What follows belongs to an exercise in optimizing a design on an open flow for small area; a production flow would make more cautious choices. The RTL was checked by simulation tests, not by an equivalence proof against the original design. Power figures rest on the tool's default switching activity, not on a simulated workload.

==> flow/design.v, too long to show whole: its modules and the start of the top module <==
// module playrec: 848 lines
// module fa_cell: 3 lines
// module sel_dec: 7 lines
// module ha_cell: 3 lines
module playrec(
	input			CLOCK_50, reset,
	output reg	[21:0]	ram_addr,
	output	[15:0]	ram_data_in,
	output			ram_read, ram_write,
	input	[15:0]	ram_data_out,
	input			ram_valid, ram_waitrq,
	output	[15:0]	audio_out,
	input	[15:0]	audio_in,
	input			audio_out_allowed, audio_in_available,
	output			write_audio_out, read_audio_in,
	input			play, record, pause,
	input	[1:0]	speed,
	input [2:0] sel
);
  // ...
==> flow/flow/run.sh <==
#!/bin/bash
# Standard ORFS layout (the standard.sh, unchanged synthesis) with two
# layout-only choices passed to the ORFS scripts:
#  - port buffers use the smallest buffer cell (every port is still buffered)
#  - clock tree synthesis without dummy loads
set -euo pipefail
export BUFFER_PORTS_ARGS="-buffer_cell sky130_fd_sc_hd__buf_1"
export CTS_ARGS="-sink_clustering_enable -repair_clock_nets -dont_use_dummy_load -buf_list sky130_fd_sc_hd__clkbuf_4 -sink_clustering_size 10 -sink_clustering_max_diameter 50"
bash standard.sh > standard_flow.log 2>&1
==> flow/standard.sh <==
#!/bin/bash
# synth_recipe.tcl (not shown) runs the flow's synth.tcl, then flattens the netlist and writes it again
# the make line also repeats each setting of config.mk as NAME=value (left out here)
make -C /OpenROAD-flow-scripts/flow DESIGN_CONFIG=/design/flow/config.mk WORK_HOME=/design/flow/orfs CLKGATE_MAP_FILE= SYNTH_SCRIPT=/design/flow/synth_recipe.tcl "${@:-finish}"
==> flow/config.mk <==
export PLATFORM = sky130hd
export DESIGN_NAME = playrec
export DESIGN_NICKNAME = playrec
export VERILOG_FILES = /design/flow/design.v
export SDC_FILE = /design/flow/constraint.sdc
export NUM_CORES = 4
export LEC_CHECK = 0
export CAP_MARGIN = 20
export CORE_MARGIN = 2
export CORE_UTILIZATION = 40
export SETUP_SLACK_MARGIN = 0.2
export SLEW_MARGIN = 20
export SYNTH_HIERARCHICAL = 1
export SYNTH_MINIMUM_KEEP_SIZE = 0
==> flow/constraint.sdc <==
create_clock -name core_clock -period 10.0 [get_ports {CLOCK_50}]
set_input_delay 2.0000 -clock core_clock [delete_from_list [all_inputs] [get_ports {CLOCK_50}]]
set_output_delay 2.0000 -clock core_clock [all_outputs]
set_load 0.01 [all_outputs]
==> key figures, run 1 <==
Run status
  – Status: no timing/DRC/antenna violations

Layout
  – Finished Cell Area: ~14000 um^2
  – Inverters: 29
  – Non-Filler Instances: 1529
  – Buffers, non-clock: 93
  – Storage cell area: between 4000 and 5000 um^2
  – Core Util, Final: 0.438
  – Multi-input gate count: 753
  – Largest class: multi-input gates

Setup path
  – Crit. path cell count: 20
  – Reg-to-Reg End: s3[16]
  – Critical Path Sink Type: primary output
  – R2R cell count: 18

Clock network
  – Clk Latency, worst-skew pair: ~0.68 ns
  – H-tree depth: 1
  – Reg clk slew, reported paths: 0.10 ns

Logic synthesis
  – Syn Nets: ~1400
  – Mean Syn Cell Area: ~12 um^2
  – Unique cell type count in the Yosys netlist: between 60 and 70
  – Most used DFF post-synth: dfxtp_1

Power
  – Internal power: about 2.4 mW
  – Leak pwr: roughly 6 nW
  – Sequential share of power: 0.238
  – Biggest consumer: combinational logic
  – P_clk: a little over 0.4 mW
  – Sw Ratio: 0.475

GRT
  – Number of global-route vias before repair: roughly 9000
  – GRT overflow: 0
  – Total GRT Usage: 0.197
  – Met2 Use GR: 0.289

Hold path
  – Hold Path Depth: 0

Detailed routing
  – Detailed Route WL: around 32000 um
  – Met3 wire length: roughly 2800 um

Die
  – Io pins: around 100
  – Die Span X: 184 um

STA
  – Crit share post-route: 0.963
  – Final setup vio count: 0
  – Fin crit period: between 9 and 10 ns
  – Highest clock rate: between 100 and 150 MHz

Placement
  – Placed Area: between 10000 and 15000 um^2
==> inputs of run 2 (changes only) <==
--- a/flow/config.mk
+++ b/flow/config.mk
@@ -10,3 +10,3 @@
 export CORE_UTILIZATION = 40
-export SETUP_SLACK_MARGIN = 0.2
+export SETUP_SLACK_MARGIN = 0.05
 export SLEW_MARGIN = 20
==> key figures, run 2 <==
GRT
  – Number of global-route vias before repair: 9032 (unchanged)
  – First-pass GRT wire length: 51300 um (unchanged)
  – Total GRT Usage: 0.197 (unchanged)
  – Initial antenna violation count: 1 (unchanged)
  – GRT overflow: 0 (unchanged)
  – Largest net degree at the start of global routing: 49 (unchanged)

Layout
  – Non-Filler Instances: 1526 (was 1529)
  – Nets: 1452 (was 1455)
  – Fraction of layout cells with a size suffix above 1: 0.0606 (was 0.0657)
  – Most frequent cells in the layout: dfxtp_1 (221), fa_1 (215), o21ai_0 (90) (unchanged)
  – Max FFs per register: 22 (unchanged)
  – Core Util, Final: 0.435 (was 0.438)
  – Fillcell total: 2985 (was 2977)
  – Largest Register: ram_addr (unchanged)
  – Commonest non-fill, non-tap cell in the layout: dfxtp_1 (unchanged)
  – Layout area overhead: 6.86% (was 7.49%)

Die
  – Core area: 31600 um^2 (unchanged)
  – Die Span X: 184 um (unchanged)
  – Die H: 184 um (unchanged)
  – Row cnt: 65 (unchanged)
  – Io pins: 104 (unchanged)
  – Full die area: 33700 um^2 (unchanged)
  – Starting Density: 0.407 (unchanged)

Setup path
  – Worst R2R Start: x4[0] (was x2[0])
  – Crit-path max FO: 33 (unchanged)
  – Nature of the critical path startpoint: input pin (unchanged)
  – CP required: 8.00 ns (about the same)
  – Critical Path Sink Type: primary output (unchanged)
  – Crit path from: sel[2] (was sel[1])
  – CP arrival: 7.71 ns (was 7.63 ns)
  – Critical path class: in -> out (unchanged)

Detailed routing
  – Vias per cell: 5.68 (was 5.65)
  – Detailed Route WL: 32200 um (was 32300 um)
  – Drt wl/cell: 21.1 um (about the same)
  – DR pass1 iterations: 5 (was 6)
  – DRC viols: 0 (unchanged)
  – Initial DRC Count: 913 (was 900)
  – Routed Antenna Nets: 0 (unchanged)
  – Total number of vias: 8664 (was 8641)

STA
  – Clock skew: 0.0981 ns (was 0.0990 ns)
  – Final setup vio count: 0 (unchanged)
  – Actual slew at the worst max-slew pin: 0.614 ns (about the same)
  – Final Max Tran Viols: 0 (unchanged)
  – Final hold violations: 0 (unchanged)
  – Highest clock rate: 103 MHz (was 104 MHz)
  – Crit share post-route: 0.971 (was 0.963)
  – RSZ-0062 raised after global routing: true (was false)
  – Fin crit period: 9.71 ns (was 9.63 ns)
  – Slew Limit Headroom: 0.590 (about the same)
  – Setup_tns: 0 ns (unchanged)

Logic synthesis
  – Area of the mapped netlist: 12900 um^2 (unchanged)
  – FF+latch count, synth: 221 (unchanged)
  – Top cell type's share of synthesized area: 0.343 (unchanged)
  – Area contributors post-synth: dfxtp_1 (34%), fa_1 (33%), ha_1 (6.4%) (unchanged)
  – Top-count cell post-synth: dfxtp_1 (unchanged)
  – Post-synthesis sequential area ratio: 0.343 (unchanged)
  – Syn Nets: 1395 (unchanged)
  – Async SR Flop Fraction: 0 (unchanged)
  – Number of synthesized flops with an enable pin: 0 (unchanged)
  – Yosys Warn Count: 7 (unchanged)
  – Mean Syn Cell Area: 12.1 um^2 (unchanged)
  – Area leader, netlist: dfxtp_1 (unchanged)
  – Unique cell type count in the Yosys netlist: 61 (unchanged)
  – Post-synth top cells: dfxtp_1 (221), fa_1 (215), o21ai_0 (90) (unchanged)
  – Most used DFF post-synth: dfxtp_1 (unchanged)
  – Mapped Cells: 1068 (unchanged)

Power
  – Cell Pwr Density: 326 nW/um^2 (was 325 nW/um^2)
  – Comb power frac: 0.670 (was 0.672)
  – Switching Power: 2.13 mW (was 2.14 mW)
  – Sw Ratio: 0.474 (was 0.475)
  – Leak pwr: 5.98 nW (was 6.01 nW)
  – Internal power: 2.36 mW (about the same)
  – Sequential share of power: 0.239 (was 0.238)
  – VDD IR max: 647 uV (was 649 uV)
  – Clock power frac: 0.090 (about the same)

Placement
  – Routability Congestion: 0.932 (unchanged)
  – HPWL Detailed: 25800 um (unchanged)
  – I/O Buffers: 71 (unchanged)
  – Post-Place Cells: 1495 (unchanged)

Clock network
  – CTS tree: built (unchanged)
  – PostCTS Resize Cnt: 0 (unchanged)
  – Number of setup buffers added after CTS: 0 (unchanged)
  – CTS buffer count: 30 (unchanged)
  – Clk Latency, worst-skew pair: 0.68 ns (about the same)
  – H-tree depth: 1 (unchanged)
  – Post-CTS Hold Buffers: 0 (unchanged)
  – Reg clk slew, reported paths: 0.10 ns (about the same)
  – # clock sinks: 221 (unchanged)
  – Clock Path Buffers: 3 (unchanged)
  – CTS root buf: clkbuf_4 (unchanged)

Hold path
  – Hold WC Path Type: reg -> reg (unchanged)
  – Hold path startpoint: x1[8] (unchanged)

Run status
  – Status: no timing/DRC/antenna violations (unchanged)

Run
  – MaxCap Viol Count: 0 (unchanged)
run 2: cell types whose count changed in the layout (fill, tap and decap cells not counted), sizes merged:
cell    before  now
clkbuf      31   30
buf         92   90
run 2: final timing paths:
kind	to	slack, ns	cells after the start
min	x2[8]	0.31	0
min reg2reg	x2[8]	0.31	0
max reg2reg	s4[16]	2.82	18
max	ram_data_in[8]	0.29	20
run 2: layer usage:
| layer | global-route usage | vias up | part of all wire | wire [um] |
|---|---|---|---|---|
| li1 | - | 3852 | - | - |
| met1 | 0.295 | 4283 | 0.46 | 14800 |
| met2 | 0.289 | 461 | 0.43 | 13700 |
| met3 | 0.0404 | 68 | 0.091 | 2950 |
| met4 | 0.0515 | 0 | 0.022 | 722 |
| met5 | 0 | - | 0 | 0 |
run 2: metrics by stage:
step,instance area [um^2],power (mW),setup WS [ns],hold WS [ns]
5_1_grt,13800,4.92,0.0419,0.314
3_5_place_dp,13500,4.09,0.247,0.353
6_report,13800,4.49,0.290,0.306
4_1_cts,13800,4.51,0.240,0.281
3_3_place_gp,13500,4.04,0.326,0.345
2_1_floorplan,12900,3.24,0.747,0.334
run 2: power groups by stage:
stage	combinational, mW	sequential, mW	clock [mW]
after CTS	3.01	1.07	0.430
after detailed placement	2.99	1.09	0
after global routing	3.37	1.09	0.464
final	3.01	1.07	0.406
after floorplan	2.19	1.05	0
after global placement	2.95	1.09	0
run 2: logic make-up (layout without fill, tap and decap cells):
| group | Yosys count | in the layout | synth area share |
|---|---|---|---|
| buffers and inverters | 94 | 149 | 0.0332 |
| flip-flops | 221 | 221 | 0.343 |
| other | 0 | 1 | 0 |
| XOR/XNOR | 22 | 22 | 0.0149 |
| AO/OA/AOI/OAI | 263 | 263 | 0.137 |
| adder cells (fa/ha/maj) | 281 | 281 | 0.398 |
| AND/OR/NAND/NOR | 187 | 187 | 0.0734 |
run 2: critical path: stages:
cell	delay [ns]
buf_1	0.21
and3b_2	0.29
buf_4	0.24
inv_1	0.10
buf_6	0.27
o22ai_1	0.19
fa_1	0.48
fa_1	0.46
fa_1	0.46
fa_1	0.51
fa_1	0.41
ha_1	0.38
a21oi_2	0.19
nand2_1	0.08
or3_4	0.38
o21ai_4	0.22
nand2_2	0.11
a2111o_1	0.42
o311ai_1	0.09
buf_1	0.18
run 2: layout make-up:
cell class,instances,area (um^2),area share
antenna,1,2.50,0.000182
sequential,221,4420,0.321
clock buffer,30,225,0.0164
timing repair buffer,90,450,0.0327
tap,402,503,0.0365
multi-input combinational,753,8060,0.585
inverter,29,109,0.00790
run 2: modules after synthesis (local to each module, per instance):
module / times used / area, um^2
playrec: 1 / 8060
sel_dec: 1 / 47.5
fa_cell: 214 / 20.0
ha_cell: 40 / 12.5

## afterwards: timing with drivers on the ports
Ports are ideal in the flow. The routed layouts listed here were re-timed in OpenROAD.
Step 1 sets driving cells, clkbuf_16 on the clock port and buf_2 on the other inputs (assumed; they add their load-dependent delay and slew).
Step 2, shift: input delay + t, output delay - t, t = (earliest + latest rising clock arrival at the registers) / 2. This alone moves slack from input paths to output paths.
a / b / c = ideal ports / drivers / drivers and shift; a / b = the first two.
run	shift t [ns]	slack for setup (ns)	worst setup path after step 2	worst data-port slew with drivers (ns)
run 1	0.669	0.371 / 0.347 / 0.347	input to output	0.07
run 2	0.672	0.290 / 0.263 / 0.263	input to output	0.07
After both steps setup and hold are still met in every run listed. For run 2, which loses most, drivers alone change the setup slack by -0.027 ns; drivers and shift together by -0.027 ns.
